What follows belongs to an exercise in optimizing a design on an open flow for small area, a short achievable clock period and few clock cycles per item; a production flow would make more cautious choices.
For this run, only the layout was checked, not whether the RTL still works.
No activity file was given, so power comes from the tool's default toggle rates.

File: design/flow/flow/run.sh
#!/bin/bash
# Own flow: the standard layout (standard.sh, all steps) with ADDER_MAP_FILE empty,
# so that synthesis leaves the additions to ABC instead of extracting half/full-adder
# cells (which ABC cannot restructure). Registers, SDC, floorplan, power grid and the
# rest of the flow are the standard ones.
set -euo pipefail
bash standard.sh ADDER_MAP_FILE= finish > layout.log 2>&1
File: design/flow/standard.sh
#!/bin/bash
# synth_recipe.tcl (not shown) runs the flow's synth.tcl, then flattens the netlist and writes it again
# the make line also repeats each setting of config.mk as NAME=value (left out here)
make -C /OpenROAD-flow-scripts/flow DESIGN_CONFIG=/design/flow/config.mk WORK_HOME=/design/flow/orfs CLKGATE_MAP_FILE= SYNTH_SCRIPT=/design/flow/synth_recipe.tcl "${@:-finish}"
File: design/flow/config.mk
export PLATFORM = sky130hd
export DESIGN_NAME = cordic_engine
export DESIGN_NICKNAME = cordic_engine
export VERILOG_FILES = /design/flow/design.v
export SDC_FILE = /design/flow/constraint.sdc
export NUM_CORES = 4
export LEC_CHECK = 0
export ABC_AREA = 1
export CAP_MARGIN = 20
export CORE_MARGIN = 2
export CORE_UTILIZATION = 40
export PLACE_DENSITY = 0.6
export SETUP_SLACK_MARGIN = 3.9
export SLEW_MARGIN = 20
File: design/flow/constraint.sdc
create_clock -name core_clock -period 6.0 [get_ports {clk}]
set_input_delay 1.2000 -clock core_clock [delete_from_list [all_inputs] [get_ports {clk}]]
set_output_delay 1.2000 -clock core_clock [all_outputs]
set_load 0.01 [all_outputs]
File: design/flow/design.v
module controller
(
    input  [7:0] u,
    input  [7:0] un,    
    output [15:0] v
);
wire new_n25, new_n26, new_n27, new_n28, new_n29, new_n30, new_n31, new_n32;
wire new_n33, new_n34, new_n35, new_n36, new_n37, new_n38, new_n39, new_n40;
wire new_n41, new_n42, new_n43, new_n44, new_n45, new_n46, new_n47, new_n48;
wire new_n49, new_n50, new_n51, new_n52, new_n53, new_n54, new_n55, new_n56;
wire new_n57, new_n58, new_n59, new_n60, new_n61, new_n62, new_n63, new_n64;
wire new_n65, new_n66, new_n67, new_n68, new_n69, new_n70, new_n71, new_n72;
wire new_n73, new_n74, new_n75, new_n76, new_n77, new_n78, new_n79, new_n80;
wire new_n81, new_n82, new_n83, new_n84, new_n85, new_n86, new_n87, new_n88;
wire new_n89, new_n90, new_n91, new_n92, new_n93, new_n94, new_n95, new_n96;
wire new_n97, new_n98, new_n99, new_n100, new_n101, new_n102, new_n103, new_n104;
wire new_n105, new_n106, new_n107, new_n108, new_n109, new_n110, new_n111, new_n112;
wire new_n113, new_n114, new_n115, new_n116, new_n117, new_n118, new_n119, new_n120;
wire new_n121, new_n122, new_n123, new_n124, new_n125, new_n126, new_n127, new_n128;
wire new_n129, new_n130, new_n131, new_n132, new_n133, new_n134, new_n135, new_n136;
wire new_n137, new_n138, new_n139, new_n140, new_n141, new_n142, new_n143, new_n144;
wire new_n145, new_n146, new_n147, new_n148, new_n149, new_n150, new_n151, new_n152;
wire new_n153, new_n154, new_n155, new_n156, new_n157, new_n158, new_n159, new_n160;
wire new_n161, new_n162, new_n163, new_n164, new_n165, new_n166, new_n167, new_n168;
wire new_n169, new_n170, new_n171, new_n172, new_n173, new_n174, new_n175, new_n176;
wire new_n177, new_n178, new_n179, new_n181, new_n182, new_n183, new_n184, new_n185;
wire new_n186, new_n187, new_n188, new_n189, new_n190, new_n191, new_n192, new_n193;
wire new_n194, new_n195, new_n196, new_n197, new_n198, new_n199, new_n200, new_n201;
wire new_n202, new_n203, new_n204, new_n205, new_n206, new_n207, new_n208, new_n209;
wire new_n210, new_n211, new_n212, new_n213, new_n214, new_n215, new_n216, new_n217;
wire new_n218, new_n219, new_n220, new_n221, new_n222, new_n223, new_n224, new_n225;
wire new_n226, new_n227, new_n228, new_n229, new_n230, new_n231, new_n232, new_n233;
wire new_n234, new_n235, new_n237, new_n238, new_n239, new_n240, new_n241, new_n242;
wire new_n243, new_n244, new_n245, new_n246, new_n247, new_n248, new_n249, new_n250;
wire new_n251, new_n252, new_n253, new_n254, new_n255, new_n256, new_n257, new_n258;
wire new_n259, new_n260, new_n261, new_n262, new_n263, new_n264, new_n265, new_n266;
wire new_n267, new_n268, new_n269, new_n270, new_n271, new_n272, new_n273, new_n274;
wire new_n275, new_n276, new_n277, new_n278, new_n279, new_n280, new_n281, new_n282;
wire new_n284, new_n285, new_n286, new_n287, new_n288, new_n289, new_n290, new_n291;
wire new_n292, new_n293, new_n294, new_n295, new_n296, new_n297, new_n298, new_n299;
wire new_n300, new_n301, new_n302, new_n303, new_n304, new_n305, new_n306, new_n307;
wire new_n308, new_n309, new_n310, new_n311, new_n312, new_n313, new_n314, new_n315;
wire new_n316, new_n317, new_n318, new_n319, new_n320, new_n321, new_n322, new_n323;
wire new_n324, new_n325, new_n326, new_n327, new_n328, new_n329, new_n330, new_n331;
wire new_n332, new_n333, new_n334, new_n335, new_n336, new_n337, new_n338, new_n339;
wire new_n340, new_n341, new_n342, new_n344, new_n345, new_n346, new_n347, new_n348;
wire new_n349, new_n350, new_n351, new_n352, new_n353, new_n354, new_n355, new_n356;
wire new_n357, new_n358, new_n359, new_n360, new_n361, new_n362, new_n363, new_n364;
wire new_n365, new_n366, new_n367, new_n368, new_n369, new_n370, new_n371, new_n372;
wire new_n373, new_n374, new_n375, new_n376, new_n377, new_n378, new_n379, new_n380;
wire new_n381, new_n382, new_n383, new_n384, new_n385, new_n386, new_n387, new_n388;
wire new_n389, new_n390, new_n391, new_n392, new_n393, new_n394, new_n395, new_n396;
wire new_n397, new_n398, new_n399, new_n400, new_n401, new_n402, new_n403, new_n404;
wire new_n405, new_n406, new_n408, new_n409, new_n410, new_n411, new_n412, new_n413;
wire new_n414, new_n415, new_n416, new_n417, new_n418, new_n419, new_n420, new_n421;
wire new_n422, new_n423, new_n424, new_n425, new_n426, new_n427, new_n428, new_n429;
wire new_n430, new_n431, new_n432, new_n433, new_n434, new_n435, new_n436, new_n437;
wire new_n438, new_n439, new_n440, new_n441, new_n442, new_n443, new_n444, new_n445;
wire new_n446, new_n447, new_n448, new_n449, new_n450, new_n451, new_n452, new_n453;
wire new_n454, new_n455, new_n456, new_n457, new_n458, new_n459, new_n460, new_n461;
wire new_n462, new_n464, new_n465, new_n466, new_n467, new_n468, new_n469, new_n470;
wire new_n471, new_n472, new_n473, new_n474, new_n475, new_n476, new_n477, new_n478;
wire new_n479, new_n480, new_n481, new_n482, new_n483, new_n484, new_n485, new_n486;
wire new_n487, new_n488, new_n489, new_n490, new_n491, new_n492, new_n493, new_n494;
wire new_n495, new_n496, new_n497, new_n498, new_n499, new_n500, new_n501, new_n502;
wire new_n504, new_n505, new_n506, new_n507, new_n508, new_n509, new_n510, new_n511;
wire new_n512, new_n513, new_n514, new_n515, new_n516, new_n517, new_n518, new_n519;
wire new_n520, new_n521, new_n522, new_n523, new_n524, new_n525, new_n526, new_n527;
wire new_n528, new_n529, new_n530, new_n531, new_n532, new_n533, new_n534, new_n535;
wire new_n536, new_n537, new_n538, new_n539, new_n540, new_n541, new_n542, new_n543;
wire new_n544, new_n545, new_n546, new_n547, new_n548, new_n549, new_n550, new_n551;
wire new_n552, new_n553, new_n554, new_n555, new_n556, new_n557, new_n558, new_n559;
wire new_n561, new_n562, new_n563, new_n564, new_n565, new_n566, new_n567, new_n568;
wire new_n569, new_n570, new_n571, new_n572, new_n573, new_n574, new_n575, new_n576;
wire new_n577, new_n578, new_n579, new_n580, new_n581, new_n582, new_n583, new_n584;
wire new_n585, new_n586, new_n587, new_n588, new_n589, new_n590, new_n591, new_n592;
wire new_n593, new_n594, new_n595, new_n596, new_n597, new_n598, new_n599, new_n600;
wire new_n601, new_n602, new_n603, new_n604, new_n606, new_n607, new_n608, new_n609;
wire new_n610, new_n611, new_n612, new_n613, new_n614, new_n615, new_n616, new_n617;
wire new_n618, new_n619, new_n620, new_n621, new_n622, new_n623, new_n624, new_n625;
wire new_n626, new_n627, new_n628, new_n629, new_n631, new_n632, new_n633, new_n634;
wire new_n635, new_n636, new_n637, new_n638, new_n639, new_n640, new_n641, new_n642;
wire new_n643, new_n644, new_n645, new_n646, new_n647, new_n648, new_n649, new_n650;
wire new_n651, new_n652, new_n653, new_n655, new_n656, new_n657, new_n658, new_n659;
wire new_n660, new_n661, new_n662, new_n663, new_n664, new_n665, new_n666, new_n667;
wire new_n668, new_n669, new_n670, new_n671, new_n672, new_n673, new_n674, new_n675;
wire new_n676, new_n677, new_n678, new_n679, new_n680, new_n681, new_n682, new_n683;
wire new_n684, new_n685, new_n686, new_n687, new_n688, new_n689, new_n690, new_n691;
wire new_n692, new_n693, new_n694, new_n695, new_n697, new_n698, new_n699, new_n700;
wire new_n701, new_n702, new_n703, new_n704, new_n705, new_n706, new_n707, new_n708;
wire new_n709, new_n710, new_n711, new_n712, new_n713, new_n714, new_n715, new_n717;
wire new_n718, new_n719, new_n720, new_n721, new_n722, new_n723, new_n724, new_n725;
wire new_n726, new_n727, new_n728, new_n729, new_n730, new_n731, new_n732, new_n734;
wire new_n735, new_n736, new_n737;
assign new_n25 = u[2] & u[3];
assign new_n26 = u[1] & ~new_n25;
assign new_n27 = un[3] & u[4];
assign new_n28 = u[5] & new_n27;
assign new_n29 = new_n26 & ~new_n28;
assign new_n30 = un[6] & u[7];
assign new_n31 = u[5] & u[6];
assign new_n32 = ~new_n30 & ~new_n31;
assign new_n33 = un[4] & un[5];
assign new_n34 = ~new_n32 & new_n33;
assign new_n35 = un[7] & ~new_n33;
assign new_n36 = ~new_n34 & ~new_n35;
assign new_n37 = new_n29 & new_n36;
assign new_n38 = un[5] & un[7];
assign new_n39 = un[0] & new_n38;
assign new_n40 = u[2] & un[6];
assign new_n41 = new_n39 & new_n40;
assign new_n42 = u[5] & un[6];
assign new_n43 = un[4] & un[7];
assign new_n44 = ~new_n42 & ~new_n43;
assign new_n45 = un[1] & un[4];
assign new_n46 = un[5] & ~new_n45;
assign new_n47 = new_n44 & ~new_n46;
assign new_n48 = un[2] & un[3];
assign new_n49 = ~new_n25 & ~new_n48;
assign new_n50 = new_n47 & ~new_n49;
assign new_n51 = un[3] & un[4];
assign new_n52 = new_n31 & new_n51;
assign new_n53 = un[1] & new_n52;
assign new_n54 = ~new_n50 & ~new_n53;
assign new_n55 = ~new_n41 & new_n54;
assign new_n56 = un[6] & un[7];
assign new_n57 = u[3] & un[4];
assign new_n58 = ~new_n27 & ~new_n57;
assign new_n59 = u[0] & u[1];
assign new_n60 = un[2] & new_n59;
assign new_n61 = ~new_n58 & new_n60;
assign new_n62 = un[0] & u[2];
assign new_n63 = ~new_n61 & ~new_n62;
assign new_n64 = ~new_n56 & ~new_n63;
assign new_n65 = new_n55 & ~new_n64;
assign new_n66 = u[7] & new_n33;
assign new_n67 = u[4] & u[5];
assign new_n68 = ~new_n66 & ~new_n67;
assign new_n69 = un[3] & ~new_n68;
assign new_n70 = new_n54 & new_n69;
assign new_n71 = un[1] & u[4];
assign new_n72 = un[7] & new_n71;
assign new_n73 = ~new_n67 & ~new_n72;
assign new_n74 = u[4] & un[5];
assign new_n75 = un[1] & un[3];
assign new_n76 = new_n74 & ~new_n75;
assign new_n77 = un[1] & u[5];
assign new_n78 = un[2] & u[3];
assign new_n79 = ~new_n77 & new_n78;
assign new_n80 = ~new_n76 & ~new_n79;
assign new_n81 = un[6] & ~new_n80;
assign new_n82 = ~new_n73 & new_n81;
assign new_n83 = un[0] & ~new_n82;
assign new_n84 = ~new_n70 & new_n83;
assign new_n85 = ~new_n65 & ~new_n84;
assign new_n86 = un[4] & ~new_n60;
assign new_n87 = u[5] & u[7];
assign new_n88 = ~new_n86 & new_n87;
assign new_n89 = ~new_n85 & ~new_n88;
assign new_n90 = u[1] & u[7];
assign new_n91 = u[4] & new_n90;
assign new_n92 = new_n42 & new_n45;
assign new_n93 = ~new_n91 & ~new_n92;
assign new_n94 = un[2] & new_n51;
assign new_n95 = un[0] & new_n94;
assign new_n96 = new_n51 & new_n56;
assign new_n97 = ~new_n95 & ~new_n96;
assign new_n98 = un[5] & u[6];
assign new_n99 = ~new_n59 & new_n98;
assign new_n100 = ~new_n42 & ~new_n99;
assign new_n101 = u[3] & u[4];
assign new_n102 = ~new_n100 & new_n101;
assign new_n103 = new_n97 & ~new_n102;
assign new_n104 = un[0] & un[1];
assign new_n105 = ~new_n103 & ~new_n104;
assign new_n106 = new_n93 & ~new_n105;
assign new_n107 = un[2] & un[6];
assign new_n108 = ~new_n106 & ~new_n107;
assign new_n109 = new_n94 & new_n98;
assign new_n110 = u[2] & un[5];
assign new_n111 = new_n56 & new_n110;
assign new_n112 = un[3] & u[5];
assign new_n113 = ~new_n71 & ~new_n112;
assign new_n114 = un[2] & u[6];
assign new_n115 = ~new_n113 & new_n114;
assign new_n116 = new_n71 & new_n112;
assign new_n117 = new_n115 & ~new_n116;
assign new_n118 = u[0] & ~new_n117;
assign new_n119 = ~new_n38 & ~new_n42;
assign new_n120 = u[1] & un[3];
assign new_n121 = u[4] & new_n120;
assign new_n122 = new_n119 & new_n121;
assign new_n123 = u[3] & un[7];
assign new_n124 = un[1] & un[6];
assign new_n125 = ~new_n123 & ~new_n124;
assign new_n126 = new_n110 & ~new_n125;
assign new_n127 = ~new_n122 & ~new_n126;
assign new_n128 = new_n118 & new_n127;
assign new_n129 = new_n111 & new_n128;
assign new_n130 = ~new_n109 & ~new_n129;
assign new_n131 = ~new_n108 & new_n130;
assign new_n132 = u[1] & u[3];
assign new_n133 = u[3] & u[7];
assign new_n134 = u[4] & new_n133;
assign new_n135 = ~new_n87 & ~new_n134;
assign new_n136 = un[6] & new_n110;
assign new_n137 = new_n51 & new_n136;
assign new_n138 = un[2] & new_n53;
assign new_n139 = ~new_n137 & ~new_n138;
assign new_n140 = new_n135 & new_n139;
assign new_n141 = new_n132 & ~new_n140;
assign new_n142 = u[3] & u[6];
assign new_n143 = un[0] & new_n142;
assign new_n144 = u[2] & u[4];
assign new_n145 = un[2] & un[4];
assign new_n146 = ~new_n144 & ~new_n145;
assign new_n147 = new_n143 & new_n146;
assign new_n148 = un[3] & new_n110;
assign new_n149 = u[6] & new_n148;
assign new_n150 = un[6] & new_n57;
assign new_n151 = u[4] & u[7];
assign new_n152 = un[3] & new_n151;
assign new_n153 = ~new_n150 & ~new_n152;
assign new_n154 = un[2] & un[5];
assign new_n155 = ~new_n153 & new_n154;
assign new_n156 = ~new_n149 & ~new_n155;
assign new_n157 = new_n104 & ~new_n156;
assign new_n158 = ~new_n147 & ~new_n157;
assign new_n159 = un[2] & new_n120;
assign new_n160 = new_n98 & new_n159;
assign new_n161 = u[1] & u[6];
assign new_n162 = un[2] & u[5];
assign new_n163 = new_n57 & new_n162;
assign new_n164 = new_n161 & new_n163;
assign new_n165 = ~new_n87 & ~new_n164;
assign new_n166 = new_n163 & new_n165;
assign new_n167 = ~new_n160 & ~new_n166;
assign new_n168 = u[1] & ~new_n56;
assign new_n169 = ~new_n124 & ~new_n168;
assign new_n170 = new_n33 & new_n169;
assign new_n171 = new_n25 & new_n170;
assign new_n172 = u[4] & new_n154;
assign new_n173 = new_n56 & new_n172;
assign new_n174 = ~new_n120 & new_n173;
assign new_n175 = ~new_n171 & ~new_n174;
assign new_n176 = new_n167 & new_n175;
assign new_n177 = new_n158 & new_n176;
assign new_n178 = ~new_n141 & new_n177;
assign new_n179 = new_n131 & new_n178;
assign v[8] = ~new_n89 | ~new_n179;
assign new_n181 = u[0] & v[8];
assign new_n182 = new_n37 & ~new_n181;
assign new_n183 = u[2] & new_n82;
assign new_n184 = ~new_n98 & new_n120;
assign new_n185 = u[2] & u[5];
assign new_n186 = ~new_n154 & ~new_n185;
assign new_n187 = u[7] & ~new_n186;
assign new_n188 = new_n184 & new_n187;
assign new_n189 = ~new_n25 & ~new_n59;
assign new_n190 = new_n66 & ~new_n189;
assign new_n191 = new_n27 & new_n38;
assign new_n192 = ~new_n150 & ~new_n191;
assign new_n193 = un[1] & un[2];
assign new_n194 = ~new_n192 & new_n193;
assign new_n195 = ~new_n190 & ~new_n194;
assign new_n196 = ~new_n188 & new_n195;
assign new_n197 = ~new_n183 & new_n196;
assign new_n198 = un[6] & new_n43;
assign new_n199 = u[4] & u[6];
assign new_n200 = ~new_n198 & ~new_n199;
assign new_n201 = un[1] & ~new_n200;
assign new_n202 = ~new_n142 & ~new_n201;
assign new_n203 = new_n185 & ~new_n202;
assign new_n204 = ~new_n80 & new_n169;
assign new_n205 = un[1] & u[6];
assign new_n206 = u[1] & ~new_n114;
assign new_n207 = ~new_n205 & ~new_n206;
assign new_n208 = new_n28 & new_n207;
assign new_n209 = new_n57 & new_n161;
assign new_n210 = u[0] & ~new_n209;
assign new_n211 = ~new_n208 & new_n210;
assign new_n212 = ~new_n204 & new_n211;
assign new_n213 = ~new_n203 & new_n212;
assign new_n214 = ~new_n140 & new_n193;
assign new_n215 = new_n213 & ~new_n214;
assign new_n216 = un[4] & u[5];
assign new_n217 = u[2] & new_n216;
assign new_n218 = ~new_n136 & ~new_n217;
assign new_n219 = un[7] & new_n75;
assign new_n220 = ~new_n218 & new_n219;
assign new_n221 = new_n27 & new_n154;
assign new_n222 = u[1] & u[4];
assign new_n223 = new_n98 & new_n222;
assign new_n224 = un[0] & ~new_n223;
assign new_n225 = ~new_n221 & new_n224;
assign new_n226 = ~new_n220 & new_n225;
assign new_n227 = u[5] & new_n56;
assign new_n228 = un[3] & ~new_n227;
assign new_n229 = u[3] & ~new_n67;
assign new_n230 = ~new_n228 & ~new_n229;
assign new_n231 = u[1] & un[2];
assign new_n232 = new_n230 & ~new_n231;
assign new_n233 = new_n226 & ~new_n232;
assign new_n234 = ~new_n215 & ~new_n233;
assign new_n235 = new_n197 & ~new_n234;
assign v[0] = new_n182 | ~new_n235;
assign new_n237 = un[0] & ~new_n139;
assign new_n238 = un[5] & new_n132;
assign new_n239 = ~new_n75 & ~new_n238;
assign new_n240 = u[0] & ~new_n239;
assign new_n241 = ~new_n56 & ~new_n240;
assign new_n242 = ~new_n237 & new_n241;
assign new_n243 = un[4] & u[7];
assign new_n244 = ~new_n163 & ~new_n243;
assign new_n245 = ~new_n242 & ~new_n244;
assign new_n246 = un[3] & new_n38;
assign new_n247 = ~new_n126 & ~new_n231;
assign new_n248 = new_n246 & ~new_n247;
assign new_n249 = un[2] & new_n45;
assign new_n250 = un[0] & u[1];
assign new_n251 = ~new_n57 & new_n250;
assign new_n252 = ~new_n249 & ~new_n251;
assign new_n253 = new_n98 & ~new_n252;
assign new_n254 = ~new_n71 & ~new_n94;
assign new_n255 = new_n87 & ~new_n254;
assign new_n256 = ~new_n253 & ~new_n255;
assign new_n257 = ~new_n248 & new_n256;
assign new_n258 = ~new_n245 & new_n257;
assign new_n259 = new_n56 & new_n77;
assign new_n260 = ~new_n57 & new_n98;
assign new_n261 = ~new_n259 & ~new_n260;
assign new_n262 = un[4] & ~new_n261;
assign new_n263 = new_n71 & new_n78;
assign new_n264 = ~new_n262 & ~new_n263;
assign new_n265 = new_n128 & new_n264;
assign new_n266 = u[2] & un[3];
assign new_n267 = ~new_n58 & ~new_n266;
assign new_n268 = ~new_n124 & ~new_n198;
assign new_n269 = new_n267 & ~new_n268;
assign new_n270 = u[7] & new_n154;
assign new_n271 = ~new_n94 & ~new_n270;
assign new_n272 = u[1] & ~new_n271;
assign new_n273 = u[2] & new_n134;
assign new_n274 = ~new_n272 & ~new_n273;
assign new_n275 = ~new_n269 & new_n274;
assign new_n276 = new_n67 & new_n266;
assign new_n277 = u[1] & new_n102;
assign new_n278 = ~new_n276 & ~new_n277;
assign new_n279 = ~new_n161 & ~new_n278;
assign new_n280 = un[0] & ~new_n279;
assign new_n281 = new_n275 & new_n280;
assign new_n282 = ~new_n265 & ~new_n281;
assign v[1] = ~new_n258 | new_n282;
assign new_n284 = new_n162 & new_n198;
assign new_n285 = ~new_n151 & ~new_n284;
assign new_n286 = ~new_n66 & ~new_n199;
assign new_n287 = ~new_n186 & ~new_n286;
assign new_n288 = new_n285 & ~new_n287;
assign new_n289 = new_n75 & ~new_n288;
assign new_n290 = new_n38 & new_n51;
assign new_n291 = u[0] & ~new_n87;
assign new_n292 = ~new_n223 & new_n291;
assign new_n293 = ~new_n290 & new_n292;
assign new_n294 = new_n152 & ~new_n293;
assign new_n295 = ~new_n289 & ~new_n294;
assign new_n296 = ~new_n59 & ~new_n119;
assign new_n297 = un[0] & un[6];
assign new_n298 = new_n132 & ~new_n297;
assign new_n299 = u[0] & u[4];
assign new_n300 = ~new_n110 & ~new_n299;
assign new_n301 = new_n298 & ~new_n300;
assign new_n302 = new_n78 & ~new_n301;
assign new_n303 = ~new_n296 & new_n302;
assign new_n304 = ~new_n107 & ~new_n303;
assign new_n305 = u[1] & u[5];
assign new_n306 = ~new_n43 & new_n305;
assign new_n307 = ~new_n238 & ~new_n306;
assign new_n308 = ~new_n304 & ~new_n307;
assign new_n309 = new_n295 & ~new_n308;
assign new_n310 = un[7] & new_n150;
assign new_n311 = new_n293 & ~new_n310;
assign new_n312 = u[4] & un[7];
assign new_n313 = un[0] & un[4];
assign new_n314 = ~new_n90 & ~new_n313;
assign new_n315 = ~new_n312 & new_n314;
assign new_n316 = new_n286 & ~new_n315;
assign new_n317 = un[5] & new_n71;
assign new_n318 = un[2] & ~new_n317;
assign new_n319 = ~new_n316 & ~new_n318;
assign new_n320 = ~new_n237 & ~new_n319;
assign new_n321 = ~new_n311 & ~new_n320;
assign new_n322 = new_n309 & ~new_n321;
assign new_n323 = new_n78 & ~new_n87;
assign new_n324 = un[0] & ~new_n323;
assign new_n325 = new_n43 & new_n98;
assign new_n326 = ~new_n87 & ~new_n325;
assign new_n327 = ~new_n317 & new_n326;
assign new_n328 = new_n324 & ~new_n327;
assign new_n329 = ~new_n96 & ~new_n328;
assign new_n330 = ~new_n40 & ~new_n114;
assign new_n331 = new_n222 & ~new_n330;
assign new_n332 = un[1] & new_n33;
assign new_n333 = ~new_n331 & ~new_n332;
assign new_n334 = ~new_n123 & ~new_n333;
assign new_n335 = ~new_n259 & ~new_n334;
assign new_n336 = ~new_n193 & ~new_n334;
assign new_n337 = new_n67 & ~new_n336;
assign new_n338 = new_n335 & ~new_n337;
assign new_n339 = u[0] & ~new_n338;
assign new_n340 = new_n329 & ~new_n339;
assign new_n341 = new_n75 & new_n175;
assign new_n342 = ~new_n340 & ~new_n341;
assign v[2] = ~new_n322 | new_n342;
assign new_n344 = ~new_n152 & ~new_n227;
assign new_n345 = u[4] & new_n98;
assign new_n346 = new_n344 & ~new_n345;
assign new_n347 = new_n133 & new_n154;
assign new_n348 = new_n346 & ~new_n347;
assign new_n349 = un[1] & ~new_n348;
assign new_n350 = u[0] & new_n349;
assign new_n351 = un[0] & new_n222;
assign new_n352 = un[6] & ~new_n48;
assign new_n353 = new_n216 & ~new_n352;
assign new_n354 = ~new_n351 & ~new_n353;
assign new_n355 = new_n78 & new_n198;
assign new_n356 = un[5] & new_n133;
assign new_n357 = ~new_n355 & ~new_n356;
assign new_n358 = new_n313 & ~new_n357;
assign new_n359 = new_n354 & ~new_n358;
assign new_n360 = un[6] & ~new_n148;
assign new_n361 = new_n133 & ~new_n186;
assign new_n362 = new_n360 & ~new_n361;
assign new_n363 = u[3] & new_n222;
assign new_n364 = ~new_n313 & ~new_n363;
assign new_n365 = ~new_n157 & new_n364;
assign new_n366 = ~new_n362 & ~new_n365;
assign new_n367 = new_n359 & ~new_n366;
assign new_n368 = ~new_n350 & ~new_n367;
assign new_n369 = new_n250 & new_n357;
assign new_n370 = new_n56 & new_n121;
assign new_n371 = u[3] & new_n110;
assign new_n372 = u[6] & ~new_n33;
assign new_n373 = un[6] & new_n33;
assign new_n374 = ~new_n372 & ~new_n373;
assign new_n375 = un[4] & new_n374;
assign new_n376 = new_n371 & new_n375;
assign new_n377 = ~new_n370 & ~new_n376;
assign new_n378 = new_n369 & new_n377;
assign new_n379 = ~new_n185 & ~new_n270;
assign new_n380 = ~new_n366 & ~new_n379;
assign new_n381 = new_n378 & ~new_n380;
assign new_n382 = new_n368 & ~new_n381;
assign new_n383 = u[0] & un[2];
assign new_n384 = ~new_n98 & new_n383;
assign new_n385 = ~new_n133 & ~new_n384;
assign new_n386 = new_n98 & ~new_n383;
assign new_n387 = new_n385 & ~new_n386;
assign new_n388 = new_n332 & ~new_n387;
assign new_n389 = ~new_n82 & ~new_n388;
assign new_n390 = new_n87 & ~new_n193;
assign new_n391 = u[0] & un[3];
assign new_n392 = ~new_n144 & ~new_n391;
assign new_n393 = new_n390 & ~new_n392;
assign new_n394 = u[2] & ~new_n56;
assign new_n395 = ~new_n124 & new_n394;
assign new_n396 = new_n299 & ~new_n305;
assign new_n397 = new_n107 & ~new_n133;
assign new_n398 = new_n396 & ~new_n397;
assign new_n399 = un[2] & u[4];
assign new_n400 = ~new_n185 & ~new_n399;
assign new_n401 = new_n219 & ~new_n400;
assign new_n402 = ~new_n398 & ~new_n401;
assign new_n403 = ~new_n395 & ~new_n402;
assign new_n404 = ~new_n393 & ~new_n403;
assign new_n405 = new_n389 & new_n404;
assign new_n406 = new_n130 & new_n405;
assign v[3] = new_n382 | ~new_n406;
assign new_n408 = ~new_n33 & new_n62;
assign new_n409 = new_n56 & ~new_n185;
assign new_n410 = ~new_n408 & new_n409;
assign new_n411 = new_n51 & ~new_n62;
assign new_n412 = ~new_n216 & ~new_n411;
assign new_n413 = u[1] & ~new_n412;
assign new_n414 = new_n410 & ~new_n413;
assign new_n415 = new_n98 & ~new_n104;
assign new_n416 = new_n27 & new_n415;
assign new_n417 = ~new_n25 & new_n56;
assign new_n418 = ~new_n416 & ~new_n417;
assign new_n419 = ~new_n414 & ~new_n418;
assign new_n420 = un[1] & ~new_n38;
assign new_n421 = u[1] & un[6];
assign new_n422 = ~new_n420 & ~new_n421;
assign new_n423 = new_n25 & ~new_n104;
assign new_n424 = new_n422 & new_n423;
assign new_n425 = ~new_n56 & new_n193;
assign new_n426 = new_n216 & new_n425;
assign new_n427 = un[1] & new_n38;
assign new_n428 = ~new_n58 & new_n427;
assign new_n429 = new_n107 & new_n428;
assign new_n430 = ~new_n426 & ~new_n429;
assign new_n431 = ~new_n424 & new_n430;
assign new_n432 = ~new_n419 & new_n431;
assign new_n433 = ~new_n142 & ~new_n347;
assign new_n434 = ~new_n154 & new_n161;
assign new_n435 = new_n433 & ~new_n434;
assign new_n436 = u[6] & new_n193;
assign new_n437 = u[4] & ~new_n436;
assign new_n438 = ~new_n435 & ~new_n437;
assign new_n439 = new_n75 & ~new_n119;
assign new_n440 = ~new_n75 & ~new_n87;
assign new_n441 = ~new_n132 & ~new_n440;
assign new_n442 = ~new_n439 & new_n441;
assign new_n443 = ~new_n438 & ~new_n442;
assign new_n444 = new_n175 & new_n443;
assign new_n445 = ~new_n337 & new_n444;
assign new_n446 = new_n280 & new_n445;
assign new_n447 = new_n161 & ~new_n216;
assign new_n448 = new_n323 & ~new_n447;
assign new_n449 = new_n186 & new_n205;
assign new_n450 = ~new_n78 & ~new_n449;
assign new_n451 = ~new_n448 & ~new_n450;
assign new_n452 = ~new_n94 & ~new_n217;
assign new_n453 = new_n56 & ~new_n452;
assign new_n454 = u[3] & ~new_n56;
assign new_n455 = new_n144 & new_n454;
assign new_n456 = u[0] & ~new_n455;
assign new_n457 = ~new_n453 & new_n456;
assign new_n458 = ~new_n451 & new_n457;
assign new_n459 = new_n346 & new_n379;
assign new_n460 = new_n120 & ~new_n459;
assign new_n461 = new_n458 & ~new_n460;
assign new_n462 = ~new_n446 & ~new_n461;
assign v[4] = ~new_n432 | new_n462;
assign new_n464 = new_n28 & ~new_n193;
assign new_n465 = u[5] & ~new_n104;
assign new_n466 = new_n25 & new_n43;
assign new_n467 = ~new_n465 & new_n466;
assign new_n468 = un[0] & new_n332;
assign new_n469 = new_n467 & ~new_n468;
assign new_n470 = ~new_n263 & ~new_n469;
assign new_n471 = ~new_n464 & new_n470;
assign new_n472 = un[6] & ~new_n471;
assign new_n473 = ~new_n270 & ~new_n371;
assign new_n474 = u[4] & ~new_n473;
assign new_n475 = ~new_n104 & ~new_n301;
assign new_n476 = new_n474 & ~new_n475;
assign new_n477 = u[0] & ~new_n222;
assign new_n478 = ~new_n46 & new_n114;
assign new_n479 = ~new_n477 & new_n478;
assign new_n480 = new_n136 & new_n219;
assign new_n481 = new_n353 & new_n423;
assign new_n482 = ~new_n480 & ~new_n481;
assign new_n483 = ~new_n479 & new_n482;
assign new_n484 = ~new_n476 & new_n483;
assign new_n485 = ~new_n472 & new_n484;
assign new_n486 = u[7] & ~new_n45;
assign new_n487 = ~new_n112 & ~new_n198;
assign new_n488 = ~new_n486 & new_n487;
assign new_n489 = un[2] & ~new_n323;
assign new_n490 = un[3] & new_n227;
assign new_n491 = ~new_n489 & ~new_n490;
assign new_n492 = ~new_n488 & ~new_n491;
assign new_n493 = ~new_n149 & ~new_n492;
assign new_n494 = ~new_n349 & new_n493;
assign new_n495 = un[0] & ~new_n170;
assign new_n496 = ~new_n494 & ~new_n495;
assign new_n497 = new_n485 & ~new_n496;
assign new_n498 = ~new_n52 & ~new_n361;
assign new_n499 = ~new_n137 & new_n498;
assign new_n500 = new_n167 & new_n499;
assign new_n501 = ~new_n85 & new_n500;
assign new_n502 = new_n250 & ~new_n501;
assign v[5] = ~new_n497 | new_n502;
assign new_n504 = ~new_n87 & ~new_n107;
assign new_n505 = ~new_n186 & new_n504;
assign new_n506 = ~new_n39 & ~new_n227;
assign new_n507 = ~new_n505 & new_n506;
assign new_n508 = new_n51 & ~new_n507;
assign new_n509 = un[5] & ~new_n48;
assign new_n510 = un[0] & u[6];
assign new_n511 = ~new_n509 & new_n510;
assign new_n512 = u[5] & ~new_n49;
assign new_n513 = new_n511 & ~new_n512;
assign new_n514 = u[1] & ~new_n152;
assign new_n515 = u[4] & new_n56;
assign new_n516 = new_n25 & new_n515;
assign new_n517 = new_n514 & ~new_n516;
assign new_n518 = ~new_n513 & new_n517;
assign new_n519 = ~new_n508 & new_n518;
assign new_n520 = u[5] & ~new_n285;
assign new_n521 = ~new_n187 & ~new_n520;
assign new_n522 = u[0] & ~new_n521;
assign new_n523 = new_n519 & ~new_n522;
assign new_n524 = new_n78 & new_n98;
assign new_n525 = un[1] & ~new_n134;
assign new_n526 = ~new_n524 & new_n525;
assign new_n527 = ~new_n41 & new_n526;
assign new_n528 = new_n148 & ~new_n286;
assign new_n529 = new_n527 & ~new_n528;
assign new_n530 = ~new_n523 & ~new_n529;
assign new_n531 = ~new_n120 & ~new_n145;
assign new_n532 = ~new_n162 & ~new_n531;
assign new_n533 = new_n33 & ~new_n96;
assign new_n534 = ~new_n532 & new_n533;
assign new_n535 = u[3] & new_n67;
assign new_n536 = new_n40 & new_n535;
assign new_n537 = new_n210 & ~new_n536;
assign new_n538 = ~new_n534 & new_n537;
assign new_n539 = ~new_n25 & new_n87;
assign new_n540 = ~new_n466 & ~new_n539;
assign new_n541 = un[1] & ~new_n540;
assign new_n542 = u[1] & u[2];
assign new_n543 = u[4] & ~new_n542;
assign new_n544 = ~new_n25 & new_n31;
assign new_n545 = new_n543 & new_n544;
assign new_n546 = ~new_n173 & ~new_n545;
assign new_n547 = ~new_n541 & new_n546;
assign new_n548 = new_n538 & new_n547;
assign new_n549 = new_n150 & ~new_n542;
assign new_n550 = ~new_n186 & new_n549;
assign new_n551 = new_n136 & new_n222;
assign new_n552 = ~new_n110 & new_n151;
assign new_n553 = ~new_n551 & ~new_n552;
assign new_n554 = ~new_n550 & new_n553;
assign new_n555 = u[7] & ~new_n33;
assign new_n556 = new_n159 & new_n555;
assign new_n557 = un[0] & ~new_n556;
assign new_n558 = new_n554 & new_n557;
assign new_n559 = ~new_n548 & ~new_n558;
assign v[6] = new_n530 | new_n559;
assign new_n561 = ~new_n179 & new_n305;
assign new_n562 = u[2] & ~new_n468;
assign new_n563 = ~new_n561 & new_n562;
assign new_n564 = ~new_n121 & ~new_n535;
assign new_n565 = u[6] & ~new_n564;
assign new_n566 = ~new_n25 & ~new_n565;
assign new_n567 = ~new_n563 & ~new_n566;
assign new_n568 = u[7] & ~new_n48;
assign new_n569 = ~new_n332 & new_n568;
assign new_n570 = new_n51 & ~new_n207;
assign new_n571 = ~new_n569 & ~new_n570;
assign new_n572 = ~new_n305 & ~new_n571;
assign new_n573 = ~new_n25 & new_n305;
assign new_n574 = ~new_n371 & ~new_n573;
assign new_n575 = new_n199 & ~new_n574;
assign new_n576 = new_n537 & ~new_n575;
assign new_n577 = ~new_n572 & new_n576;
assign new_n578 = ~new_n71 & new_n148;
assign new_n579 = new_n179 & new_n578;
assign new_n580 = new_n557 & ~new_n579;
assign new_n581 = ~new_n577 & ~new_n580;
assign new_n582 = new_n38 & new_n85;
assign new_n583 = u[3] & new_n173;
assign new_n584 = u[1] & ~new_n583;
assign new_n585 = ~new_n374 & new_n383;
assign new_n586 = new_n217 & new_n510;
assign new_n587 = new_n66 & new_n78;
assign new_n588 = ~new_n586 & ~new_n587;
assign new_n589 = ~new_n585 & new_n588;
assign new_n590 = new_n584 & new_n589;
assign new_n591 = ~new_n191 & ~new_n260;
assign new_n592 = un[2] & ~new_n591;
assign new_n593 = ~new_n163 & ~new_n310;
assign new_n594 = ~new_n592 & new_n593;
assign new_n595 = new_n589 & ~new_n594;
assign new_n596 = new_n148 & new_n299;
assign new_n597 = new_n243 & new_n266;
assign new_n598 = un[1] & ~new_n597;
assign new_n599 = ~new_n596 & new_n598;
assign new_n600 = ~new_n595 & new_n599;
assign new_n601 = ~new_n590 & ~new_n600;
assign new_n602 = ~new_n520 & ~new_n601;
assign new_n603 = ~new_n582 & new_n602;
assign new_n604 = ~new_n581 & new_n603;
assign v[7] = new_n567 | ~new_n604;
assign new_n606 = ~new_n148 & new_n510;
assign new_n607 = ~new_n532 & new_n606;
assign new_n608 = new_n186 & new_n222;
assign new_n609 = new_n607 & ~new_n608;
assign new_n610 = u[1] & new_n217;
assign new_n611 = ~new_n172 & ~new_n610;
assign new_n612 = new_n123 & ~new_n611;
assign new_n613 = ~new_n96 & ~new_n209;
assign new_n614 = un[5] & ~new_n613;
assign new_n615 = new_n67 & new_n107;
assign new_n616 = ~new_n614 & ~new_n615;
assign new_n617 = new_n118 & new_n616;
assign new_n618 = ~new_n612 & new_n617;
assign new_n619 = new_n377 & new_n618;
assign new_n620 = ~new_n609 & ~new_n619;
assign new_n621 = ~new_n132 & ~new_n216;
assign new_n622 = un[7] & ~new_n301;
assign new_n623 = u[4] & ~new_n544;
assign new_n624 = new_n42 & new_n423;
assign new_n625 = ~new_n623 & ~new_n624;
assign new_n626 = new_n622 & new_n625;
assign new_n627 = ~new_n214 & new_n626;
assign new_n628 = ~new_n67 & new_n104;
assign new_n629 = new_n516 & ~new_n628;
assign v[13] = ~new_n627 & ~new_n629;
assign new_n631 = ~new_n621 & ~v[13];
assign new_n632 = new_n297 & ~new_n631;
assign new_n633 = new_n620 & ~new_n632;
assign new_n634 = un[0] & new_n49;
assign new_n635 = u[6] & new_n38;
assign new_n636 = un[1] & ~new_n635;
assign new_n637 = ~new_n634 & new_n636;
assign new_n638 = new_n119 & ~new_n146;
assign new_n639 = ~new_n216 & new_n266;
assign new_n640 = new_n172 & new_n297;
assign new_n641 = ~new_n639 & ~new_n640;
assign new_n642 = ~new_n638 & new_n641;
assign new_n643 = new_n637 & ~new_n642;
assign new_n644 = u[2] & new_n104;
assign new_n645 = un[7] & ~new_n644;
assign new_n646 = ~new_n57 & ~new_n151;
assign new_n647 = u[0] & un[5];
assign new_n648 = new_n542 & ~new_n647;
assign new_n649 = new_n646 & ~new_n648;
assign new_n650 = ~new_n172 & ~new_n649;
assign new_n651 = ~new_n645 & new_n650;
assign new_n652 = ~new_n388 & new_n651;
assign new_n653 = ~new_n643 & ~new_n652;
assign v[9] = new_n633 | ~new_n653;
assign new_n655 = un[1] & new_n376;
assign new_n656 = u[6] & new_n542;
assign new_n657 = un[6] & ~new_n110;
assign new_n658 = u[6] & ~new_n193;
assign new_n659 = ~new_n657 & ~new_n658;
assign new_n660 = ~new_n656 & ~new_n659;
assign new_n661 = new_n112 & new_n313;
assign new_n662 = un[3] & ~new_n71;
assign new_n663 = ~new_n229 & ~new_n662;
assign new_n664 = ~new_n661 & ~new_n663;
assign new_n665 = ~new_n660 & ~new_n664;
assign new_n666 = new_n121 & ~new_n344;
assign new_n667 = u[7] & new_n145;
assign new_n668 = ~new_n120 & new_n667;
assign new_n669 = new_n165 & ~new_n668;
assign new_n670 = ~new_n666 & new_n669;
assign new_n671 = ~new_n665 & new_n670;
assign new_n672 = ~new_n655 & new_n671;
assign new_n673 = un[1] & ~new_n454;
assign new_n674 = new_n292 & ~new_n673;
assign new_n675 = un[3] & ~new_n292;
assign new_n676 = ~new_n674 & ~new_n675;
assign new_n677 = ~new_n28 & ~new_n42;
assign new_n678 = ~new_n516 & new_n677;
assign new_n679 = ~new_n38 & ~new_n110;
assign new_n680 = new_n51 & ~new_n679;
assign new_n681 = new_n678 & ~new_n680;
assign new_n682 = ~new_n676 & ~new_n681;
assign new_n683 = u[0] & ~new_n682;
assign new_n684 = new_n676 & new_n681;
assign new_n685 = new_n683 & ~new_n684;
assign new_n686 = u[1] & new_n114;
assign new_n687 = u[4] & new_n686;
assign new_n688 = ~new_n92 & ~new_n416;
assign new_n689 = ~new_n687 & new_n688;
assign new_n690 = ~new_n45 & ~new_n150;
assign new_n691 = new_n185 & ~new_n690;
assign new_n692 = ~new_n170 & ~new_n691;
assign new_n693 = new_n689 & new_n692;
assign new_n694 = new_n83 & new_n693;
assign new_n695 = ~new_n685 & ~new_n694;
assign v[10] = ~new_n672 | new_n695;
assign new_n697 = ~new_n470 & ~v[13];
assign new_n698 = new_n345 & ~new_n391;
assign new_n699 = ~new_n119 & new_n628;
assign new_n700 = ~new_n698 & ~new_n699;
assign new_n701 = ~new_n428 & new_n700;
assign new_n702 = ~new_n697 & new_n701;
assign new_n703 = u[2] & ~new_n702;
assign new_n704 = u[6] & ~new_n186;
assign new_n705 = u[0] & new_n120;
assign new_n706 = ~new_n28 & ~new_n705;
assign new_n707 = new_n704 & ~new_n706;
assign new_n708 = ~new_n303 & ~new_n707;
assign new_n709 = un[5] & ~new_n268;
assign new_n710 = un[2] & ~new_n151;
assign new_n711 = ~new_n628 & new_n710;
assign new_n712 = ~new_n372 & new_n711;
assign new_n713 = ~new_n709 & new_n712;
assign new_n714 = new_n708 & ~new_n713;
assign new_n715 = new_n140 & new_n714;
assign v[11] = new_n703 | ~new_n715;
assign new_n717 = new_n32 & new_n78;
assign new_n718 = ~new_n555 & ~new_n717;
assign new_n719 = ~new_n214 & new_n718;
assign new_n720 = new_n121 & ~new_n510;
assign new_n721 = ~new_n28 & ~new_n720;
assign new_n722 = ~new_n337 & new_n721;
assign new_n723 = un[7] & new_n700;
assign new_n724 = new_n475 & new_n625;
assign new_n725 = new_n723 & ~new_n724;
assign new_n726 = ~new_n67 & ~new_n375;
assign new_n727 = ~new_n104 & ~new_n726;
assign new_n728 = ~new_n25 & ~new_n727;
assign new_n729 = ~new_n725 & ~new_n728;
assign new_n730 = new_n722 & ~new_n729;
assign new_n731 = ~new_n107 & ~new_n154;
assign new_n732 = ~new_n730 & new_n731;
assign v[12] = ~new_n719 | new_n732;
assign new_n734 = u[5] & ~new_n138;
assign new_n735 = ~new_n516 & new_n734;
assign new_n736 = new_n629 & ~new_n734;
assign new_n737 = un[7] & ~new_n736;
assign v[14] = new_n735 | ~new_n737;
assign v[15] = ~new_n56 | new_n536;
endmodule
module cordic_engine
#(
    parameter IO_BW=32
)
(
    clk,
    rst_n,
    phase,
    mode,
    pop,
    valid_in,
    valid_out,
    result
);
input   clk;
input   rst_n;
input   valid_in;
input   [IO_BW-1:0] phase;
input   [2:0] mode;
output  [IO_BW-1:0] result;
output reg valid_out;
output reg pop;
wire [9:0] p = phase[9:0];
wire dbl = (mode == 3'd2) | (mode == 3'd3) | (mode == 3'd4);    
wire zer = (mode > 3'd4);
function gt;
    input [9:0] a;
    input [9:0] k;
    integer i;
    begin
        gt = 1'b0;
        for (i = 0; i < 10; i = i + 1)
            gt = k[i] ? (a[i] & gt) : (a[i] | gt);
    end
endfunction
wire g1 = gt(p, 10'd90),  g2 = gt(p, 10'd180), g3 = gt(p, 10'd270), g4 = gt(p, 10'd360);
wire g5 = gt(p, 10'd450), g6 = gt(p, 10'd540), g7 = gt(p, 10'd630);
wire [2:0] r = {g4, (g2 & ~g4) | g6, (g1 & ~g2) | (g3 & ~g4) | (g5 & ~g6) | g7};
wire [7:0] pp = zer ? 8'd0 : dbl ? {p[6:0], 1'b0} : p[7:0];
reg       v1;
reg [7:0] pp1;
reg [2:0] r1;
reg       c0, c1, c2, c3, c4;    
always @(posedge clk) begin
    if (!rst_n) begin
        v1  <= 1'b0;
        pop <= 1'b1;
    end else begin
        v1  <= valid_in;
        pop <= 1'b0;
    end
    pp1 <= pp;
    r1  <= r;
    c0  <= (mode == 3'd0);
    c1  <= (mode == 3'd1);
    c2  <= (mode == 3'd2);
    c3  <= (mode == 3'd3);
    c4  <= (mode == 3'd4);
end
wire [9:0] lut;
assign lut[0] = (c0 & ((r1[1]))) |
    (c1 & ((~r1[1]))) |
    ((c2 | c3) & ((~r1[0]))) |
    (c4 & ((r1[0])));
assign lut[1] = 1'b0;
assign lut[2] = c1 |
    (c2 | c3);
assign lut[3] = (c0 & ((~r1[2] & r1[1]) | (r1[2] & ~r1[1]))) |
    (c1 & ((~r1[2] & r1[1]) | (r1[2] & ~r1[1]))) |
    ((c2 | c3) & ((~r1[1] & r1[0]) | (r1[1] & ~r1[0]))) |
    (c4 & ((~r1[1] & r1[0]) | (r1[1] & ~r1[0])));
assign lut[4] = (c0 & ((r1[2]))) |
    (c1 & ((~r1[1]))) |
    ((c2 | c3) & ((~r1[2] & ~r1[0]) | (r1[2] & r1[0]))) |
    (c4 & ((~r1[2] & r1[1]) | (r1[2] & ~r1[1])));
assign lut[5] = (c0 & ((~r1[2] & r1[1]))) |
    (c1 & ((~r1[2] & ~r1[1]) | (r1[2] & r1[1]))) |
    ((c2 | c3) & ((~r1[2] & ~r1[1] & ~r1[0]) | (~r1[2] & r1[1] & r1[0]) | (r1[2] & ~r1[1] & r1[0]) | (r1[2] & r1[1] & ~r1[0]))) |
    (c4 & ((~r1[1] & r1[0]) | (r1[2] & ~r1[1]) | (r1[2] & r1[0])));
assign lut[6] = (c0 & ((r1[1]))) |
    (c1 & ((r1[1]))) |
    ((c2 | c3) & ((~r1[2] & r1[0]) | (~r1[1] & r1[0]) | (r1[2] & r1[1] & ~r1[0]))) |
    (c4 & ((~r1[2] & r1[0]) | (r1[2] & r1[1] & ~r1[0])));
assign lut[7] = (c0 & ((r1[2]))) |
    (c1 & ((~r1[2] & ~r1[1]) | (r1[2] & r1[1]))) |
    ((c2 | c3) & ((~r1[1] & ~r1[0]) | (~r1[2] & r1[1] & r1[0]) | (r1[2] & ~r1[0]))) |
    (c4 & ((r1[1])));
assign lut[8] = (c0 & ((r1[1]))) |
    (c1 & ((~r1[1]))) |
    ((c2 | c3) & ((~r1[0]))) |
    (c4 & ((r1[0])));
assign lut[9] = (c0 & ((r1[2]))) |
    (c1 & ((~r1[2] & r1[1]) | (r1[2] & ~r1[1]))) |
    (c2 & ((~r1[1] & ~r1[0]) | (r1[1] & r1[0]))) |
    (c3 & ((~r1[1] & r1[0]) | (r1[1] & ~r1[0]))) |
    (c4 & ((r1[1])));
wire [7:0] u = (pp1 ^ {8{lut[8]}}) + lut[7:0];
reg       v2, inv2, sh2, m23_2, isx2;
reg [7:0] u2, u2n;    
always @(posedge clk) begin
    if (!rst_n) v2 <= 1'b0;
    else        v2 <= v1;
    u2    <= u;
    u2n   <= ~u;
    inv2  <= lut[9] & ~(c4 & (r1 == 3'd3) & (pp1 == 8'd208));
    sh2   <= c2 | c3 | c4;
    m23_2 <= c2 | c3;
    isx2  <= c1 | c2 | c3;
end
wire [15:0] t;
controller controller (.u(u2), .un(u2n), .v(t));
wire sp = isx2 & (u2 == 8'd90);
reg        v3, inv3, sh3, m23_3, sp3;
reg [15:0] t3;
always @(posedge clk) begin
    if (!rst_n) v3 <= 1'b0;
    else        v3 <= v2;
    t3    <= t;
    sp3   <= sp;
    inv3  <= inv2;
    sh3   <= sh2;
    m23_3 <= m23_2;
end
wire [15:0] tv = {t3[15:3], sp3 ? 3'b100 : t3[2:0]};
reg  [14:0] r_lo;
reg         r15, rs, rsv;
always @(posedge clk) begin
    if (!rst_n) valid_out <= 1'b0;
    else        valid_out <= v3;
    r_lo <= (sh3 ? tv[15:1] : tv[14:0]) ^ {15{inv3}};
    r15  <= sh3 ? (m23_3 ^ inv3) : (tv[15] ^ inv3);
    rs   <= ~m23_3 & inv3;
    rsv  <= ~m23_3 & inv3 & v3;    
end
assign result = {{8{rs}}, {8{rsv}}, r15, r_lo};
endmodule
==> run summary <==
## cell usage after synthesis (9+ instances only)
master   instances  share of area (%)
nand2_1        299                 19
inv_1          119                7.7
dfxtp_1         79                 27
nor2_1          76                4.9
o21ai_0         72                6.2
a21oi_1         58                5.0
nand3_1         57                4.9
buf_4           22                2.8
xor2_1          22                3.3
nand2_2         16                1.7
buf_2           15                1.3
nand4_1         14                1.5
nor3_1          14                1.2
o22ai_1          9               0.96
## layout by cell type (no fill, tap or decap), types with 4 or more instances in the layout
cell type,instances
a21oi_1,51
a21oi_2,7
a221oi_1,4
a31oi_1,8
buf_2,19
buf_4,14
clkbuf_16,9
clkbuf_2,9
clkdlybuf4s15_1,7
clkdlybuf4s50_1,4
clkinvlp_4,5
dfxtp_1,66
dfxtp_4,10
dlygate4sd2_1,7
inv_1,102
inv_2,11
inv_4,5
nand2_1,278
nand2_2,31
nand2_4,6
nand3_1,55
nand3_2,4
nand4_1,14
nor2_1,63
nor2_2,14
nor2_4,4
nor3_1,12
o2111ai_1,4
o211ai_1,8
o21ai_0,66
o21ai_1,7
o21bai_1,5
o22ai_1,9
o31ai_1,6
or2_2,4
xor2_1,22
## power by group
part / switching [W] / leakage (nW) / total, W / internal [W]
Clock: 0.000226 / 0.142 / 0.000524 / 0.000298
Combinational: 0.00151 / 2.73 / 0.00213 / 0.000616
Sequential: 0.000177 / 0.665 / 0.000878 / 0.000701
## sequential cells by signal, indices dropped and copies added, names as in the netlist, 3 cells and up
| register | flops |
|---|---|
| t3 | 16 |
| r_lo | 15 |
| pp1 | 8 |
| u2 | 8 |
| u2n | 8 |
| r1 | 3 |
## kinds of logic (layout without fill, tap and decap cells)
group                  after synthesis  after routing  synth area share, %
AND/OR/NAND/NOR                    496            497                 36.3
AO/OA/AOI/OAI                      198            198                 20.0
buffers and inverters              168            206                 12.7
flip-flops                          79             79                 27.1
XOR/XNOR                            25             25                 3.88
other                                0              1                    0
## per-layer routing
metal,GRT usage (%),vias up,part of all wire [%]
li1,-,3242,-
met1,42.2,3171,39
met2,42.6,609,37
met3,14.0,200,16
met4,18.8,0,7.4
met5,0,-,0
## worst max path at each step
stage | to | cells after the start
CTS | t3[9]$_DFF_P_ | 11
floorplan | r1[0]$_DFF_P_ | 6
global route | t3[10]$_DFF_P_ | 10
detailed placement | pp1[5]$_SDFF_PN0_ | 4
finish | t3[7]$_DFF_P_ | 8
global placement | t3[0]$_DFF_P_ | 9
## area by class of cell
| class | count | area [um2] |
|---|---|---|
| clock inverter | 6 | 50.0 |
| clock buffer | 10 | 239 |
| multi-input combinational | 720 | 3760 |
| inverter | 122 | 485 |
| sequential | 79 | 1620 |
| antenna | 1 | 2.50 |
| tap | 184 | 230 |
| fill | 1507 | 7460 |
| timing repair buffer | 68 | 522 |
## per-stage QoR
stage	cell area [um2]	utilization [%]	total power (W)
6_report	6910	48.1	0.00353
5_1_grt	6910	48.1	0.00366
4_1_cts	6680	46.5	0.00325
3_5_place_dp	6320	44.0	0.00270
3_3_place_gp	6320	44.0	0.00277
2_1_floorplan	5840	-	0.00197
## what timing repair did
action	4_1_cts	5_1_grt
pin swaps	2	1
endpoints found under the setup margin	61	40
gates resized for setup	171	79
setup buffers	1	12
cloned	1	0
==> run summary <==
EDFF count, synth 0; CP Launch Point u2n[5]$_DFF_P_; post-layout minimum cycle time 2.16 ns; hold depth 0; Die Width 125 um; ys flop type dfxtp_1; Yosys Warn Count 1; sequential area share after synthesis 27.1%; Reg2Reg Depth 8; RR Startpoint u2n[5]$_DFF_P_; register bit total from synthesis 79; first-pass GRT wire length 38.2 mm; Vias 7,222; share of layout cells above drive strength 1 18.0%; final hold vios 0; Setup CP Type reg2reg; post-synthesis cell type count 51; reg2reg setup slack 3.84 ns; fin cells 1,190; syn avg cell area 6.04 um2; Syn Inst Count 966; Crit Path Max Fanout 13; Pins Over Slew Limit 0; port buffer count 49; DR pass1 iterations 8; worst hold path class reg2reg; CTS Root Cell clkbuf_16; CTS tree done; reg2reg end t3[7]$_DFF_P_; Clock Pin Slew Worst Setup and Hold Paths 0.07 ns; CP required 6.28 ns; Syn Nets 1,004; Critical Path Max Stage Delay 0.51 ns; grt ovf 0; hold endpoint sh3$_DFF_P_; hpwl dp 19.1 mm; synth-to-layout area growth 18.4%; max cap viols 0; Worst EP arrival 2.44 ns; status no timing/DRC/antenna violations; CTS buffer count 9; min-delay src sh2$_DFF_P_; pwr dens 511 nW/um2; I/O pins 72; worst skew pair latency 0.34 ns; CP cell instances nand2_2, nor2_2, nand2_1, nand3_1, nand2_1, o21ai_0, a21oi_2, nand3_1; wire per inst 21.7 um; Total GRT Usage 32.0%; slowest CP cell dfxtp_4; residual antenna-violating net count after detailed routing 0; Vert. Die Dim 125 um; dpl cells 1,159; cell area after synthesis 5840 um2; static leakage 3.54 nW; largest net degree at the start of global routing 21; fin crit share 36.0%; worst clock skew 0.0107 ns; Die ar. 15,600 um2; crit end category flip-flop; actual slew at the worst max-slew pin 0.715 ns; Core Region 14,400 um2; CTS Buffer Depth 2; RSZ-0062 raised after global routing true; num rows 44; Post-layout nets 1,038; Fmax 462 MHz; Routed WL 25.8 mm; Worst Path Buf+Inv 0; DRC viols 0; number of global-route vias before repair 6,500; Iter 0 DRT Violations 1,153; Clock Sink Count 79; Min Hold Slack 0.324 ns; delay-heaviest family, CP simple AND/OR/NAND/NOR gates; Post-synth ARST share 0%; Max IR drop VDD 0.324 mV; Post-CTS Hold Fix Bufs 0; RePlAce Congestion 1.19; H-tree depth 3; setup ws final 3.84 ns; Place WS 3.22 ns; Final Setup Violations 0; CP Launch Type flip-flop; Max-slew headroom 52.3%; final setup TNS 0 ns; initial antenna violation count 1; initial core utilization 40.6%; vias per cell 6.07

[re-timing with driven ports]
The results above use ideal ports. As a check the final layout listed here was re-extracted and re-timed, cells and wires unchanged. Step 1, drivers: a clkbuf_16 drives clk and a buf_2 each remaining input, both assumed. Step 2, shift: input delay + t, output delay - t, t = (earliest + latest rising clock arrival at the registers) / 2. This alone moves slack from input paths to output paths. Three values: ideal, step 1, step 2; two values: the first two.
t, ns: 0.379
setup slack, ns: 3.837 / 3.837 / 3.599
worst setup path at the end: input to register
cell pins on the clock port's net: 1
After both steps this run still meets setup and hold. For this run, drivers alone change the setup slack by 0.000 ns; drivers and shift together by -0.238 ns.
